This is an optimization exercise on Yosys and OpenROAD, whose aim is small area, not a production implementation.
In this exercise RTL edits were held to simulation tests only and were not proved equivalent to the original.
Power figures rest on the tool's default switching activity, not on a simulated workload.

[flow/design.v]
module flappybird(
  input  clk_100,
  input  rst,
  input  up,
  input  start,
  input  button,
  output wire audio,
  output wire [2:0] r,
  output wire [2:0] g,
  output wire [1:0] b,
  output wire hs,
  output wire vs,
  output wire [6:0] seven_seg,
  output wire [7:0] seg_select
);
  reg [11:0] m;
  always @(posedge clk_100)
    if (rst) m <= 12'd2;
    else     m <= m + 1'b1;
  wire ce     = (m[1:0] == 2'd3);         
  wire flyclk = (m[6:0] == 7'd63);        
  wire sjclk  = (m[2:0] == 3'd3);         
  wire diffck = (m == 12'd2047);          
  wire sclk_rise = (m[7:0] == 8'h81);     
  reg [4:0] hh;
  reg [9:0] vc;
  reg vsen;
  wire [9:0] hc = {hh, m[6:2]};
  wire hwrap = (hh == 5'd24) && (m[6:0] == 7'h7f);    
  always @(posedge clk_100)
    if (rst) begin
      hh <= 5'd0;
      vsen <= 1'b0;
      vc <= 10'd0;
    end else if (ce) begin
      if (m[6:2] == 5'd31) hh <= hwrap ? 5'd0 : hh + 1'b1;
      vsen <= hwrap;
      if (vsen) vc <= (vc == 10'd520) ? 10'd0 : vc + 1'b1;
    end
  assign hs = (hh >= 5'd3);               
  assign vs = (vc >= 10'd2);
  wire videoen = (hc >= 10'd144) && (hc < 10'd784) && (vc >= 10'd31) && (vc < 10'd511);
  reg [9:0] ub;         
  reg       firstup, strtgame;
  reg [9:0] rb;         
  reg [9:0] gap;        
  reg [2:0] spd;        
  reg [8:0] rnd_hi;     
  reg       success, first;
  wire [9:0] rnd = {rnd_hi, m[3] ^ m[2]};
  wire bird_low  = (ub >= 10'd479) && (ub <= 10'd992);    
  wire [9:0] ug  = ub - gap;
  wire coll_geom = (ug > 10'd119) && (ub < 10'd993);       
  wire in_pipe   = (rb >= 10'd201) && (rb <= 10'd280);    
  always @(posedge clk_100)
    if (rst) rnd_hi <= 9'd75;
    else if (sjclk) begin
      if (m[3]) rnd_hi <= rnd_hi + 1'b1;
      else if (rnd_hi == 9'd200) rnd_hi <= 9'd17;
    end
  always @(posedge clk_100)
    if (rst) spd <= 3'd0;
    else if (diffck && spd != 3'd7) spd <= spd + 1'b1;
  always @(posedge clk_100)
    if (rst) begin
      strtgame <= 1'b0;
      firstup <= 1'b1;
      ub <= 10'd150;
    end else if (flyclk) begin
      if (up) strtgame <= 1'b1;
      if (!strtgame) ub <= 10'd150;
      else if (up && ub > 10'd31) begin
        if (firstup) begin
          ub <= ub - 10'd80;
          firstup <= 1'b0;
        end else if (!bird_low) ub <= ub + 10'd15;
      end else if (!bird_low) begin
        ub <= ub + 10'd15;
        firstup <= 1'b1;
      end
    end
  always @(posedge clk_100)
    if (rst) begin
      rb <= 10'd850;
      gap <= 10'd50;
    end else if (flyclk) begin
      if (!strtgame) begin
        rb <= 10'd850;
        gap <= 10'd50;
      end else if (rb < 10'd140) begin
        rb <= 10'd850;
        gap <= rnd;
      end else
        rb <= rb - {6'd1, spd};
    end
  wire score = flyclk && in_pipe && !(coll_geom && start) && first && success;
  always @(posedge clk_100)
    if (rst) begin
      success <= 1'b1;
      first <= 1'b1;
    end else if (flyclk) begin
      if (in_pipe) begin
        if (coll_geom && start) success <= 1'b0;
        else if (first && success) first <= 1'b0;
      end else if (bird_low) success <= 1'b0;
      else first <= 1'b1;
    end
  wire [9:0] tb_ = vc - ub - 10'd1;
  wire bird_px = (tb_ < 10'd30) && (hc >= 10'd201) && (hc <= 10'd230);
  wire [9:0] tp_ = rb - hc - 10'd1;
  wire [9:0] tv_ = vc - gap;
  wire pipe_px = (tp_ <= 10'd48) && (tv_ > 10'd150);
  reg [1:0] col;
  always @(posedge clk_100)
    if (rst) col <= 2'd0;
    else if (ce) begin
      if (!videoen) col <= 2'd0;
      else if (start) begin
        if (!success || bird_px) col <= 2'd1;
        else if (pipe_px) col <= 2'd2;
        else col <= 2'd3;
      end
    end
  wire red = (col == 2'd1), grn = (col == 2'd2), bgc = (col == 2'd3);
  assign r = {3{red}};
  assign g = {grn, grn, col[1]};
  assign b = {2{bgc}};
  reg [3:0] n0, n1, n2, n3;
  always @(posedge clk_100)
    if (rst) begin
      n0 <= 4'd0; n1 <= 4'd0; n2 <= 4'd0; n3 <= 4'd0;
    end else if (score) begin
      if (n0 == 4'd9) begin
        n0 <= 4'd0;
        if (n1 == 4'd9) begin
          n1 <= 4'd0;
          if (n2 == 4'd9) begin
            n2 <= 4'd0;
            n3 <= (n3 == 4'd9) ? 4'd0 : n3 + 1'b1;
          end else n2 <= n2 + 1'b1;
        end else n1 <= n1 + 1'b1;
      end else n0 <= n0 + 1'b1;
    end
  reg [1:0] sh;         
  reg [3:0] dig;        
  wire [1:0] shn = sh + 1'b1;
  always @(posedge clk_100)
    if (rst) begin
      sh <= 2'd3;
      dig <= 4'd15;
    end else if (sclk_rise) begin
      sh <= shn;
      case (shn)
        2'd0: dig <= n0;
        2'd1: dig <= n1;
        2'd2: dig <= n2;
        default: dig <= n3;
      endcase
    end
  reg [6:0] seg;
  always @(*)
    case (dig)
      4'd0: seg = 7'b0000001;
      4'd1: seg = 7'b1001111;
      4'd2: seg = 7'b0010010;
      4'd3: seg = 7'b0000110;
      4'd4: seg = 7'b1001100;
      4'd5: seg = 7'b0100100;
      4'd6: seg = 7'b0100000;
      4'd7: seg = 7'b0001111;
      4'd8: seg = 7'b0000000;
      4'd9: seg = 7'b0000100;
      default: seg = 7'b1111111;
    endcase
  assign seven_seg = seg;
  wire shown = (dig != 4'd15);
  assign seg_select = {4'b1111, ~(shown && sh == 2'd3), ~(shown && sh == 2'd2),
                       ~(shown && sh == 2'd1), ~(shown && sh == 2'd0)};
  reg [1:0] t;
  always @(posedge clk_100)
    if (rst) t <= 2'd0;
    else t <= (t == 2'd2) ? 2'd0 : t + 1'b1;
  wire tick6 = (t == 2'd2) && !m[0];
  reg [11:0] nc;
  always @(posedge clk_100)
    if (rst) nc <= 12'hfff;
    else if (m[3:0] == 4'd1) nc <= (nc == 12'h4c5) ? 12'hfff : {nc[10:0], nc[11] ^ nc[10]};
  wire tick4 = (m[3:0] == 4'd9) && (nc == 12'h848);
  reg [7:0] nidx;
  always @(posedge clk_100)
    if (rst) nidx <= 8'd254;
    else if (tick4) nidx <= (nidx == 8'd246) ? 8'd0 : nidx + 1'b1;
  reg [3:0] ncode;
  reg [14:0] nload;
always @(*) case (nidx)
  8'd0: ncode = 4'd8;
  8'd1: ncode = 4'd8;
  8'd2: ncode = 4'd8;
  8'd3: ncode = 4'd8;
  8'd4: ncode = 4'd8;
  8'd5: ncode = 4'd9;
  8'd6: ncode = 4'd9;
  8'd7: ncode = 4'd8;
  8'd8: ncode = 4'd8;
  8'd9: ncode = 4'd7;
  8'd10: ncode = 4'd6;
  8'd11: ncode = 4'd6;
  8'd12: ncode = 4'd5;
  8'd13: ncode = 4'd5;
  8'd14: ncode = 4'd1;
  8'd15: ncode = 4'd1;
  8'd16: ncode = 4'd1;
  8'd17: ncode = 4'd1;
  8'd18: ncode = 4'd5;
  8'd19: ncode = 4'd5;
  8'd20: ncode = 4'd2;
  8'd21: ncode = 4'd2;
  8'd22: ncode = 4'd2;
  8'd23: ncode = 4'd2;
  8'd24: ncode = 4'd2;
  8'd25: ncode = 4'd2;
  8'd26: ncode = 4'd3;
  8'd27: ncode = 4'd3;
  8'd28: ncode = 4'd3;
  8'd29: ncode = 4'd3;
  8'd30: ncode = 4'd2;
  8'd31: ncode = 4'd2;
  8'd32: ncode = 4'd2;
  8'd33: ncode = 4'd2;
  8'd34: ncode = 4'd4;
  8'd35: ncode = 4'd4;
  8'd36: ncode = 4'd6;
  8'd37: ncode = 4'd8;
  8'd38: ncode = 4'd8;
  8'd39: ncode = 4'd6;
  8'd40: ncode = 4'd6;
  8'd41: ncode = 4'd9;
  8'd42: ncode = 4'd9;
  8'd43: ncode = 4'd9;
  8'd44: ncode = 4'd9;
  8'd45: ncode = 4'd9;
  8'd46: ncode = 4'd9;
  8'd47: ncode = 4'd9;
  8'd48: ncode = 4'd9;
  8'd49: ncode = 4'd8;
  8'd50: ncode = 4'd8;
  8'd51: ncode = 4'd8;
  8'd52: ncode = 4'd8;
  8'd53: ncode = 4'd9;
  8'd54: ncode = 4'd9;
  8'd55: ncode = 4'd8;
  8'd56: ncode = 4'd8;
  8'd57: ncode = 4'd8;
  8'd58: ncode = 4'd8;
  8'd59: ncode = 4'd8;
  8'd60: ncode = 4'd6;
  8'd61: ncode = 4'd6;
  8'd62: ncode = 4'd4;
  8'd63: ncode = 4'd4;
  8'd64: ncode = 4'd5;
  8'd65: ncode = 4'd5;
  8'd66: ncode = 4'd5;
  8'd67: ncode = 4'd5;
  8'd68: ncode = 4'd6;
  8'd69: ncode = 4'd6;
  8'd70: ncode = 4'd8;
  8'd71: ncode = 4'd8;
  8'd72: ncode = 4'd5;
  8'd73: ncode = 4'd5;
  8'd74: ncode = 4'd5;
  8'd75: ncode = 4'd5;
  8'd76: ncode = 4'd8;
  8'd77: ncode = 4'd8;
  8'd78: ncode = 4'd8;
  8'd79: ncode = 4'd8;
  8'd80: ncode = 4'd8;
  8'd81: ncode = 4'd8;
  8'd82: ncode = 4'd9;
  8'd83: ncode = 4'd9;
  8'd84: ncode = 4'd8;
  8'd85: ncode = 4'd8;
  8'd86: ncode = 4'd7;
  8'd87: ncode = 4'd6;
  8'd88: ncode = 4'd6;
  8'd89: ncode = 4'd5;
  8'd90: ncode = 4'd5;
  8'd91: ncode = 4'd4;
  8'd92: ncode = 4'd4;
  8'd93: ncode = 4'd4;
  8'd94: ncode = 4'd4;
  8'd95: ncode = 4'd4;
  8'd96: ncode = 4'd5;
  8'd97: ncode = 4'd5;
  8'd98: ncode = 4'd2;
  8'd99: ncode = 4'd2;
  8'd100: ncode = 4'd2;
  8'd101: ncode = 4'd2;
  8'd102: ncode = 4'd3;
  8'd103: ncode = 4'd3;
  8'd104: ncode = 4'd3;
  8'd105: ncode = 4'd3;
  8'd106: ncode = 4'd2;
  8'd107: ncode = 4'd2;
  8'd108: ncode = 4'd2;
  8'd109: ncode = 4'd2;
  8'd110: ncode = 4'd4;
  8'd111: ncode = 4'd4;
  8'd112: ncode = 4'd6;
  8'd113: ncode = 4'd8;
  8'd114: ncode = 4'd8;
  8'd115: ncode = 4'd9;
  8'd116: ncode = 4'd9;
  8'd117: ncode = 4'd6;
  8'd118: ncode = 4'd6;
  8'd119: ncode = 4'd6;
  8'd120: ncode = 4'd6;
  8'd121: ncode = 4'd6;
  8'd122: ncode = 4'd6;
  8'd123: ncode = 4'd6;
  8'd124: ncode = 4'd6;
  8'd125: ncode = 4'd8;
  8'd126: ncode = 4'd8;
  8'd127: ncode = 4'd8;
  8'd128: ncode = 4'd8;
  8'd129: ncode = 4'd8;
  8'd130: ncode = 4'd8;
  8'd131: ncode = 4'd9;
  8'd132: ncode = 4'd9;
  8'd133: ncode = 4'd8;
  8'd134: ncode = 4'd8;
  8'd135: ncode = 4'd8;
  8'd136: ncode = 4'd8;
  8'd137: ncode = 4'd6;
  8'd138: ncode = 4'd6;
  8'd139: ncode = 4'd5;
  8'd140: ncode = 4'd5;
  8'd141: ncode = 4'd5;
  8'd142: ncode = 4'd5;
  8'd143: ncode = 4'd6;
  8'd144: ncode = 4'd6;
  8'd145: ncode = 4'd9;
  8'd146: ncode = 4'd9;
  8'd147: ncode = 4'd8;
  8'd148: ncode = 4'd8;
  8'd149: ncode = 4'd8;
  8'd150: ncode = 4'd8;
  8'd151: ncode = 4'd6;
  8'd152: ncode = 4'd6;
  8'd153: ncode = 4'd6;
  8'd154: ncode = 4'd6;
  8'd155: ncode = 4'd6;
  8'd156: ncode = 4'd6;
  8'd157: ncode = 4'd6;
  8'd158: ncode = 4'd6;
  8'd159: ncode = 4'd6;
  8'd160: ncode = 4'd6;
  8'd161: ncode = 4'd6;
  8'd162: ncode = 4'd6;
  8'd163: ncode = 4'd6;
  8'd164: ncode = 4'd5;
  8'd165: ncode = 4'd6;
  8'd166: ncode = 4'd5;
  8'd167: ncode = 4'd4;
  8'd168: ncode = 4'd3;
  8'd169: ncode = 4'd2;
  8'd170: ncode = 4'd4;
  8'd171: ncode = 4'd6;
  8'd172: ncode = 4'd8;
  8'd173: ncode = 4'd9;
  8'd174: ncode = 4'd8;
  8'd175: ncode = 4'd0;
  8'd176: ncode = 4'd0;
  8'd177: ncode = 4'd5;
  8'd178: ncode = 4'd6;
  8'd179: ncode = 4'd6;
  8'd180: ncode = 4'd5;
  8'd181: ncode = 4'd4;
  8'd182: ncode = 4'd5;
  8'd183: ncode = 4'd5;
  8'd184: ncode = 4'd0;
  8'd185: ncode = 4'd2;
  8'd186: ncode = 4'd6;
  8'd187: ncode = 4'd6;
  8'd188: ncode = 4'd6;
  8'd189: ncode = 4'd6;
  8'd190: ncode = 4'd5;
  8'd191: ncode = 4'd5;
  8'd192: ncode = 4'd6;
  8'd193: ncode = 4'd6;
  8'd194: ncode = 4'd5;
  8'd195: ncode = 4'd6;
  8'd196: ncode = 4'd5;
  8'd197: ncode = 4'd4;
  8'd198: ncode = 4'd3;
  8'd199: ncode = 4'd3;
  8'd200: ncode = 4'd0;
  8'd201: ncode = 4'd2;
  8'd202: ncode = 4'd8;
  8'd203: ncode = 4'd8;
  8'd204: ncode = 4'd8;
  8'd205: ncode = 4'd8;
  8'd206: ncode = 4'd9;
  8'd207: ncode = 4'd9;
  8'd208: ncode = 4'd9;
  8'd209: ncode = 4'd8;
  8'd210: ncode = 4'd8;
  8'd211: ncode = 4'd5;
  8'd212: ncode = 4'd5;
  8'd213: ncode = 4'd8;
  8'd214: ncode = 4'd8;
  8'd215: ncode = 4'd0;
  8'd216: ncode = 4'd0;
  8'd217: ncode = 4'd9;
  8'd218: ncode = 4'd9;
  8'd219: ncode = 4'd8;
  8'd220: ncode = 4'd9;
  8'd221: ncode = 4'd6;
  8'd222: ncode = 4'd6;
  8'd223: ncode = 4'd0;
  8'd224: ncode = 4'd0;
  8'd225: ncode = 4'd5;
  8'd226: ncode = 4'd8;
  8'd227: ncode = 4'd6;
  8'd228: ncode = 4'd5;
  8'd229: ncode = 4'd5;
  8'd230: ncode = 4'd0;
  8'd231: ncode = 4'd0;
  8'd232: ncode = 4'd2;
  8'd233: ncode = 4'd0;
  8'd234: ncode = 4'd4;
  8'd235: ncode = 4'd0;
  8'd236: ncode = 4'd8;
  8'd237: ncode = 4'd8;
  8'd238: ncode = 4'd0;
  8'd239: ncode = 4'd0;
  8'd240: ncode = 4'd5;
  8'd241: ncode = 4'd5;
  8'd242: ncode = 4'd9;
  8'd243: ncode = 4'd9;
  8'd244: ncode = 4'd8;
  8'd245: ncode = 4'd8;
  8'd246: ncode = 4'd8;
  8'd247: ncode = 4'd0;
  8'd248: ncode = 4'd0;
  8'd249: ncode = 4'd0;
  8'd250: ncode = 4'd0;
  8'd251: ncode = 4'd0;
  8'd252: ncode = 4'd0;
  8'd253: ncode = 4'd0;
  8'd254: ncode = 4'd0;
  8'd255: ncode = 4'd0;
endcase
always @(*) case (ncode)
  4'd0: nload = 15'h7fff;  
  4'd1: nload = 15'h190c;  
  4'd2: nload = 15'h73ad;  
  4'd3: nload = 15'h0730;  
  4'd4: nload = 15'h1eed;  
  4'd5: nload = 15'h7ccb;  
  4'd6: nload = 15'h2715;  
  4'd7: nload = 15'h3f76;  
  4'd8: nload = 15'h4bc6;  
  4'd9: nload = 15'h4175;  
  default: nload = 15'h7fff;
endcase
  reg [14:0] tc;
  reg audiof;
  always @(posedge clk_100)
    if (rst) begin
      tc <= 15'h7fff;
      audiof <= 1'b0;
    end else if (tick6) begin
      if (tc == 15'h007f) begin
        tc <= nload;
        audiof <= ~audiof;
      end else
        tc <= {tc[13:0], tc[14] ^ tc[13]};
    end
  assign audio = button ? audiof : 1'b1;
endmodule
[flow/run.sh]
#!/bin/bash
# synth_recipe.tcl (not shown) runs the flow's synth.tcl, then flattens the netlist and writes it again
# the make line also repeats each setting of config.mk as NAME=value (left out here)
make -C /OpenROAD-flow-scripts/flow DESIGN_CONFIG=/design/flow/config.mk WORK_HOME=/design/flow/orfs CLKGATE_MAP_FILE= SYNTH_SCRIPT=/design/flow/synth_recipe.tcl finish
[flow/config.mk]
export PLATFORM = sky130hd
export DESIGN_NAME = flappybird
export DESIGN_NICKNAME = flappybird
export VERILOG_FILES = /design/flow/design.v
export SDC_FILE = /design/flow/constraint.sdc
export NUM_CORES = 4
export LEC_CHECK = 0
export CAP_MARGIN = 20
export CORE_MARGIN = 2
export CORE_UTILIZATION = 40
export PLACE_DENSITY = 0.6
export SLEW_MARGIN = 20
[flow/constraint.sdc]
create_clock -name core_clock -period 10.0 [get_ports {clk_100}]
set_input_delay 2.0000 -clock core_clock [delete_from_list [all_inputs] [get_ports {clk_100}]]
set_output_delay 2.0000 -clock core_clock [all_outputs]
set_load 0.01 [all_outputs]
==> out/metrics.cfg <==
[power]
clkPwrFrac_pct = 50.1
switchingPower_uw = 327
p_leak_nw = 4.57
p_sw_share_pct = 24.7
powerDensity_mw_per_mm2 = 115
intPower_uw = 997
power_frac_seq_pct = 45.7
pwr-share-comb_pct = 4.3
max-vdd-ir-drop_mv = 0.111

[floorplanning]
die_area_sq_mm = 0.0275
core_area_sq_mm = 0.0259
io-pin-count = 31
std_cell_rows = 59
die_x_um = 166
initial_utilization_pct = 40.5
die_h_um = 166

[yosys]
synth_cell_types = 87
synth_common_cells = 147 x dfxtp_1, 142 x nand2_1, 132 x nor2_1
synth_edf_count = 0
yosys.area.top_type = dfxtp_1
yosysSeqAreaShare_pct = 28.1
netlist_area_sq_mm = 0.0105
yosysWarnings = 1
async_reset_ff_share_pct = 0
ys.flop_type = dfxtp_1
syn_inst = 1367
syn_area_per_cell_sq_um = 7.67
synth_top_area_share_pct = 28.1
ys_seq_elements = 147
synth_area_leaders = dfxtp_1 28%, ha_1 12%, a21oi_1 5.5%
synth_most_common_cell = dfxtp_1

[drt]
via_count = 9638
routed_via_density = 5.67
routed_wl_um = 27200
wire_per_inst_um = 16.0
drtIter0Drc = 834
drc = 0
dr.pass1.iters = 5
drtAntennaViolNets = 0

[sta]
setup_violations = 0
tightest_slew_ps = 942
fmax_ghz = 0.200
fin_setup_tns_ps = 0
hold_viol_final = 0
grt_setup_unrepaired = false
fin_hold_ws_ps = 423
fin_crit_sh_pct = 49.9
drv_slew = 0
fin_crit_ps = 4990
slew-limit-headroom_pct = 36.8
fin_worst_skew_ps = 15.2

[global_routing]
grt-ovfl-total = 0
grt_max_degree = 51
grt_antenna_before_repair = 0
gr-usage-all-layers_pct = 19.7
grt_pass1_vias = 9063
grt_pass1_wl_um = 45300

[critical_path]
path_max_fanout = 1
cp.arrival_ps = 2990
reg2reg_to = ncode[1]
r2r_slack_ps = 5860
worstSetupStartpoint = button
criticalPathCategory = primary input to output pin
end_kind = output pin
cp.required_ps = 8000
startpoint_type = primary input
reg2reg_depth = 11
rr_startpoint = m[2]

[clock_network]
insertion_delay_ps = 440
cts_buffers = 17
max-clock-path-buffers = 2
cts_max_level = 4
ctsHoldBuffers = 0
cts_resized = 0
clock_sinks = 147
cts_setup_buffers = 0
clk_pin_slew_ps = 60
cts_tree = yes
root_buffer = clkbuf_16

[layout]
area_growth_pct = 9.67
drive_above_1_share_pct = 4.69
final_util_pct = 44.4
fin_area_sq_mm = 0.0115
diodes = 0
fin_nets = 1462

[place]
place_area_sq_mm = 0.0109
dpl.hpwl_um = 19500
port_buffers = 26
globalplace.congestion = 0.919

[hold_path]
whs_endpoint = t[0]
worstHoldStart = t[0]
min_path_cells = 1
hold_class = register to register

[flow_run]
maxCapViolations = 0

[run_status]
status = no timing/DRC/antenna violations

==> power by group through the flow <==
stage	logic, mW	registers [mW]	clock network, mW
after detailed placement	0.0564	0.617	0
after global routing	0.0642	0.605	0.704
after global placement	0.0559	0.617	0
after floorplan	0.0446	0.615	0
after CTS	0.0566	0.604	0.678
final	0.0564	0.604	0.663
==> final cells by class <==
class                      count  area [sq um]
multi-input combinational   1069          6920
clock inverter                14           158
fill                        2616         14400
timing repair buffer          34           315
clock buffer                  18           439
sequential                   147          2940
tap                          335           419
inverter                      82           308
==> logic make-up after synthesis <==
group | count (synthesis) | share of synthesized area, %
mux | 13 | 1.28
xor+xnor | 65 | 5.43
flops | 147 | 28.1
compound gates | 374 | 22.5
other cells | 1 | 0.0357
buf+inv | 154 | 6.11
simple gates | 507 | 23.6
fa+ha+maj | 106 | 13.0
==> through the flow <==
stage / setup slack [ps] / std cells / power (mW)
final: 5010 / 1699 / 1.32
after global routing: 4870 / 1699 / 1.37
after CTS: 5000 / 1699 / 1.34
after detailed placement: 4780 / 1667 / 0.674
after global placement: 4790 / 1667 / 0.673
after floorplan: 5590 / 1370 / 0.659
==> worst max path at each step <==
| stage | endpoint |
|---|---|
| 3_5_place_dp | ncode[1] |
| 2_1_floorplan | ncode[3] |
| 6_report | audio |
| 4_1_cts | audio |
| 3_3_place_gp | ncode[1] |
| 5_1_grt | ncode[1] |
==> metal layers <==
| layer | vias up | share of wire, % | track usage (%) |
|---|---|---|---|
| li1 | 4849 | - | - |
| met2 | 234 | 45 | 31.9 |
| met4 | 0 | 2.1 | 7.15 |
| met3 | 46 | 4.4 | 3.07 |
| met1 | 4509 | 48 | 26.6 |
| met5 | - | 0 | 0 |
==> flip-flops by register name, summed over array words and instances (netlist names), 5 cells and up <==
signal     cells
rb            10
tc            15
ub            10
nc            12
hh             5
seven_seg      7
gap           10
vc            10
rnd_hi         9
m             12
nidx           8
==> worst max-delay path: stages <==
cell             delay [ps]
clkdlybuf4s50_1         390
nand2b_1                 70
clkdlybuf4s50_1         530
==> placed cells by master, fill, tap and decap left out, drive strengths merged, types with 6 or more instances in the layout <==
cell / synthesis / layout
a211oi: 23 / 23
a21o: 10 / 10
a21oi: 117 / 117
a22oi: 10 / 10
a31oi: 10 / 10
and2: 8 / 8
and3: 8 / 8
buf: 27 / 9
clkbuf: 45 / 18
clkdlybuf4s50: 0 / 25
dfxtp: 147 / 147
ha: 101 / 101
inv: 82 / 92
mux2i: 10 / 10
nand2: 143 / 143
nand2b: 19 / 19
nand3: 51 / 51
nand4: 24 / 24
nor2: 132 / 132
nor2b: 12 / 12
nor3: 44 / 44
nor3b: 6 / 6
nor4: 14 / 14
nor4b: 6 / 6
o211ai: 6 / 6
o21a: 15 / 15
o21ai: 103 / 103
o22ai: 14 / 14
or3: 15 / 15
xnor2: 32 / 32
xor2: 33 / 33

## static timing again, ports no longer ideal
In the flow no input, the clock included, has a driving cell. The finished layout below was timed again as built, in two steps. Step 1 sets driving cells, clkbuf_16 on the clock port and buf_2 on the other inputs (assumed; they add their load-dependent delay and slew). Step 2 moves the port delays by t, midway between the first and last clock arrival at a register: inputs arrive t later, outputs are due t later. That takes back most of the time a late clock gives input paths. Three values: ideal ports, drivers, drivers and shift; two values: the first two.
shift t [ns]: 0.481
setup slack, ns: 5.008 / 4.986 / 4.691
worst hold slack (ns): 0.423 / 0.423 / 0.423
slew at the worst register clock pin (ns): 0.07 / 0.07
After both steps setup and hold are still met in this run. For this run, drivers alone change the setup slack by -0.022 ns; drivers and shift together by -0.317 ns.
